What follows belongs to an exercise in optimizing a design on an open flow for small area; a production flow would make more cautious choices.
Where RTL was checked, it was by simulation tests only, not by an equivalence proof against the original.
The clock input has no modelled driver; a real chip could not lean on it and would need a root buffer or a full tree.
No activity file was given, so power comes from the tool's default toggle rates.

## main
module main(
    input clk,
    input reset,
    input entry_sensor,
    input exit_sensor,
    input [1:0] switch,
    input beep_in,
    output beep,
    output door_open,
    output full,
    output [2:0] c,
    output [1:0] L,
    output [3:0] state,
    output [4:0] seg_sel,
    output [7:0] seg_data
);
Size: ~280 cells after synthesis, about 76 flip-flops.
Settings: LEC_CHECK=0, CAP_MARGIN=0, CORE_MARGIN=2, CORE_UTILIZATION=80, GPL_ROUTABILITY_DRIVEN=0, GPL_TIMING_DRIVEN=0, PLACE_DENSITY=0.9, SLEW_MARGIN=0; clock period 10.0 ns.
standard.sh (not shown) runs the stock make flow with config.mk's settings and CLKGATE_MAP_FILE= SYNTH_SCRIPT=/design/flow/synth_recipe.tcl, a recipe that flattens the netlist after the stock synthesis.
==> flow/flow/run.sh <==
#!/bin/bash
# Own layout flow: the standard ORFS flow (standard.sh) with these changes:
#  - synthesis is synth_recipe.tcl unchanged except that its abc call uses an
#    area-oriented ABC script (flow/area.abc) instead of ORFS's speed script,
#    and adders are left to ABC instead of ORFS's half/full adder cells;
#    registers, their names and cell types are untouched;
#  - every input and output port still gets a buffer, but a buf_1;
#  - clock tree: built by flow/pre_cts.tcl instead of TritonCTS: a root
#    buffer drives a few leaf buffers, each driving a group of nearby
#    registers (cells and group count in flow/clkbuf).
# The make output goes to own_flow.log; ORFS's per-step logs are under orfs/logs.
set -euo pipefail
W=$(pwd)
F=$W/flow
cat > "$W/own_synth.tcl" <<TCL
proc abc {args} {
  set i [lsearch -exact \$args -script]
  if {\$i >= 0} { lset args [expr {\$i + 1}] {$F/area.abc} }
  yosys abc {*}\$args
}
source {$W/synth_recipe.tcl}
TCL
export OWN_FLOW_DIR=$F
bash "$W/standard.sh" \
  "SYNTH_SCRIPT=$W/own_synth.tcl" "ADDER_MAP_FILE=" \
  "BUFFER_PORTS_ARGS=-buffer_cell sky130_fd_sc_hd__buf_1" \
  "PRE_CTS_TCL=$F/pre_cts.tcl" \
  finish > "$W/own_flow.log" 2>&1
Other scripts of this flow, unchanged in this note and not shown: flow/flow/area.abc, flow/flow/clkbuf, flow/flow/pre_cts.tcl
The starting point died in global placement.
Change:
- CORE_UTILIZATION: 80 -> 70
- PLACE_DENSITY: 0.9 -> 0.8
Effect: Now the flow produced a clean layout. Area after synthesis stays the same. Synthesized cell count is unchanged.
The clock cells of the second run of this note come from the design's own scripts or RTL, not from TritonCTS.

========
main, a different RTL version from the one above (not shown whole).
Size: ~300 cells after synthesis, about 76 flip-flops, roughly 32 I/O pins, about 2800 um2 of cells after synthesis.
==> flow/config.mk <==
export PLATFORM = sky130hd
export DESIGN_NAME = main
export DESIGN_NICKNAME = main
export VERILOG_FILES = /design/flow/design.v
export SDC_FILE = /design/flow/constraint.sdc
export NUM_CORES = 4
export LEC_CHECK = 0
export CAP_MARGIN = 20
export CORE_MARGIN = 2
export CORE_UTILIZATION = 70
export PLACE_DENSITY = 0.8
export SLEW_MARGIN = 20
==> flow/constraint.sdc <==
create_clock -name core_clock -period 10.0 [get_ports {clk}]
set_input_delay 2.0000 -clock core_clock [delete_from_list [all_inputs] [get_ports {clk}]]
set_output_delay 2.0000 -clock core_clock [all_outputs]
set_load 0.01 [all_outputs]
==> flow/flow/run.sh <==
#!/bin/bash
# Own layout flow: the standard ORFS flow (standard.sh) with three changes:
#  - synthesis is synth_recipe.tcl unchanged except that its abc call uses an
#    area-oriented ABC script (flow/area.abc) instead of ORFS's speed script;
#    registers, their names and cell types are untouched;
#  - every input and output port still gets a buffer, but a buf_1;
#  - CTS uses no dummy loads.
set -euo pipefail
W=$(pwd)
F=$W/flow
cat > "$W/own_synth.tcl" <<TCL
proc abc {args} {
  set i [lsearch -exact \$args -script]
  if {\$i >= 0} { lset args [expr {\$i + 1}] {$F/area.abc} }
  yosys abc {*}\$args
}
source {$W/synth_recipe.tcl}
TCL
CTS="-sink_clustering_enable -repair_clock_nets -dont_use_dummy_load"
if [[ -f "$F/cts_args" ]]; then CTS="$(cat "$F/cts_args")"; fi
bash "$W/standard.sh" \
  "SYNTH_SCRIPT=$W/own_synth.tcl" "ADDER_MAP_FILE=" \
  "BUFFER_PORTS_ARGS=-buffer_cell sky130_fd_sc_hd__buf_1" \
  "CTS_ARGS=$CTS" \
  finish > "$W/own_flow.log" 2>&1
==> flow/flow/area.abc <==
strash
&get -n
&st
&dch
&nf -a
&put
topo
==> flow/flow/cts_args <==
-sink_clustering_enable -repair_clock_nets -dont_use_dummy_load -buf_list sky130_fd_sc_hd__clkbuf_4 -root_buf sky130_fd_sc_hd__clkbuf_8
Change:
removed: flow/flow/cts_args
Maximum frequency stays the same.
Power is unchanged.
Sequential cell count is unchanged.
Non-clock buffer count stays the same.
Setup slack does not change.
Sequential power hardly moves.
Function was not checked in any run of this note: the RTL went through the layout flow alone.

========
main, a different RTL version from the one above (not shown whole).
Size: roughly 32 I/O pins, about 2700 um2 of cells after synthesis.
==> flow/config.mk <==
export PLATFORM = sky130hd
export DESIGN_NAME = main
export DESIGN_NICKNAME = main
export VERILOG_FILES = /design/flow/design.v
export SDC_FILE = /design/flow/constraint.sdc
export NUM_CORES = 4
export LEC_CHECK = 0
export CAP_MARGIN = 20
export CORE_MARGIN = 2
export CORE_UTILIZATION = 70
export PLACE_DENSITY = 0.8
export SLEW_MARGIN = 20
==> flow/constraint.sdc <==
create_clock -name core_clock -period 10.0 [get_ports {clk}]
set_input_delay 2.0000 -clock core_clock [delete_from_list [all_inputs] [get_ports {clk}]]
set_output_delay 2.0000 -clock core_clock [all_outputs]
set_load 0.01 [all_outputs]
==> flow/flow/run.sh <==
#!/bin/bash
# Own layout flow: the standard ORFS flow (standard.sh) with these changes:
#  - synthesis is synth_recipe.tcl unchanged except that its abc call uses an
#    area-oriented ABC script (flow/area.abc) instead of ORFS's speed script,
#    and adders are left to ABC instead of ORFS's half/full adder cells;
#    registers, their names and cell types are untouched;
#  - every input and output port still gets a buffer, but a buf_1;
#  - clock tree: one clock buffer (flow/clkbuf) drives all register clock
#    pins, see flow/pre_cts.tcl.
# The make output goes to own_flow.log; ORFS's per-step logs are under orfs/logs.
set -euo pipefail
W=$(pwd)
F=$W/flow
cat > "$W/own_synth.tcl" <<TCL
proc abc {args} {
  set i [lsearch -exact \$args -script]
  if {\$i >= 0} { lset args [expr {\$i + 1}] {$F/area.abc} }
  yosys abc {*}\$args
}
source {$W/synth_recipe.tcl}
TCL
export OWN_FLOW_DIR=$F
bash "$W/standard.sh" \
  "SYNTH_SCRIPT=$W/own_synth.tcl" "ADDER_MAP_FILE=" \
  "BUFFER_PORTS_ARGS=-buffer_cell sky130_fd_sc_hd__buf_1" \
  "PRE_CTS_TCL=$F/pre_cts.tcl" \
  finish > "$W/own_flow.log" 2>&1
==> flow/flow/area.abc <==
strash
&get -n
&st
&dc2
&dch -f
&nf -a -R 1000
&put
topo
==> flow/flow/clkbuf <==
sky130_fd_sc_hd__clkbuf_2 sky130_fd_sc_hd__clkbuf_4 8
Other scripts of this flow, unchanged in this note and not shown: flow/flow/pre_cts.tcl
The baseline produced a clean layout.
Change:
==> flow/flow/area.abc (replaced) <==
strash
&get -n
&st
&dch
&nf -a
&put
topo
==> flow/flow/clkbuf (replaced) <==
sky130_fd_sc_hd__clkbuf_8 sky130_fd_sc_hd__clkbuf_8 4
What happened: The new run went through all stages and came out clean. Setup slack stays flat. Wire length grows by 3.7%. Design area grows by about 3%. Via count grows by about 1%.
Function was not checked in any run of this note: the RTL went through the layout flow alone. In every run of this note, the design's own scripts or RTL, not TritonCTS, make the clock network.

## what the ideal ports hide
In the flow no input, the clock included, has a driving cell. The finished layouts below were timed again as built, in two steps.
Step 1: set_driving_cell puts a clkbuf_16 on clk and a buf_2 on each other input, an assumption about the parent block.
Step 2 adds t to the input delays and takes it off the output delays; t is the mean of the earliest and latest rising clock arrival at the registers after step 1. Input paths then give back, and output paths get back, about the clock's delay inside the block.
Slacks: no drivers / after step 1 / after step 2; pairs: no drivers / after step 1.
run | t (ns) | setup WS [ns] | hold WS [ns] | clock arrival spread, ns
the second run of note 1 | 0.499 | 5.048 / 5.040 / 4.541 | 0.381 / 0.381 / 0.381 | 0.012 / 0.013
the first run of note 2 | 0.367 | 5.802 / 5.806 / 5.439 | 0.394 / 0.394 / 0.394 | 0.021 / 0.022
the second run of note 2 | 0.367 | 5.802 / 5.806 / 5.439 | 0.394 / 0.394 / 0.394 | 0.021 / 0.022
the first run of note 3 | 0.508 | 6.000 / 5.959 / 5.823 | 0.387 / 0.387 / 0.387 | 0.019 / 0.019
the second run of note 3 | 0.356 | 6.000 / 5.956 / 5.813 | 0.398 / 0.398 / 0.398 | 0.010 / 0.009
After both steps every run listed still meets setup and hold. For the second run of note 1, which loses most, drivers alone change the setup slack by -0.008 ns; drivers and shift together by -0.507 ns.
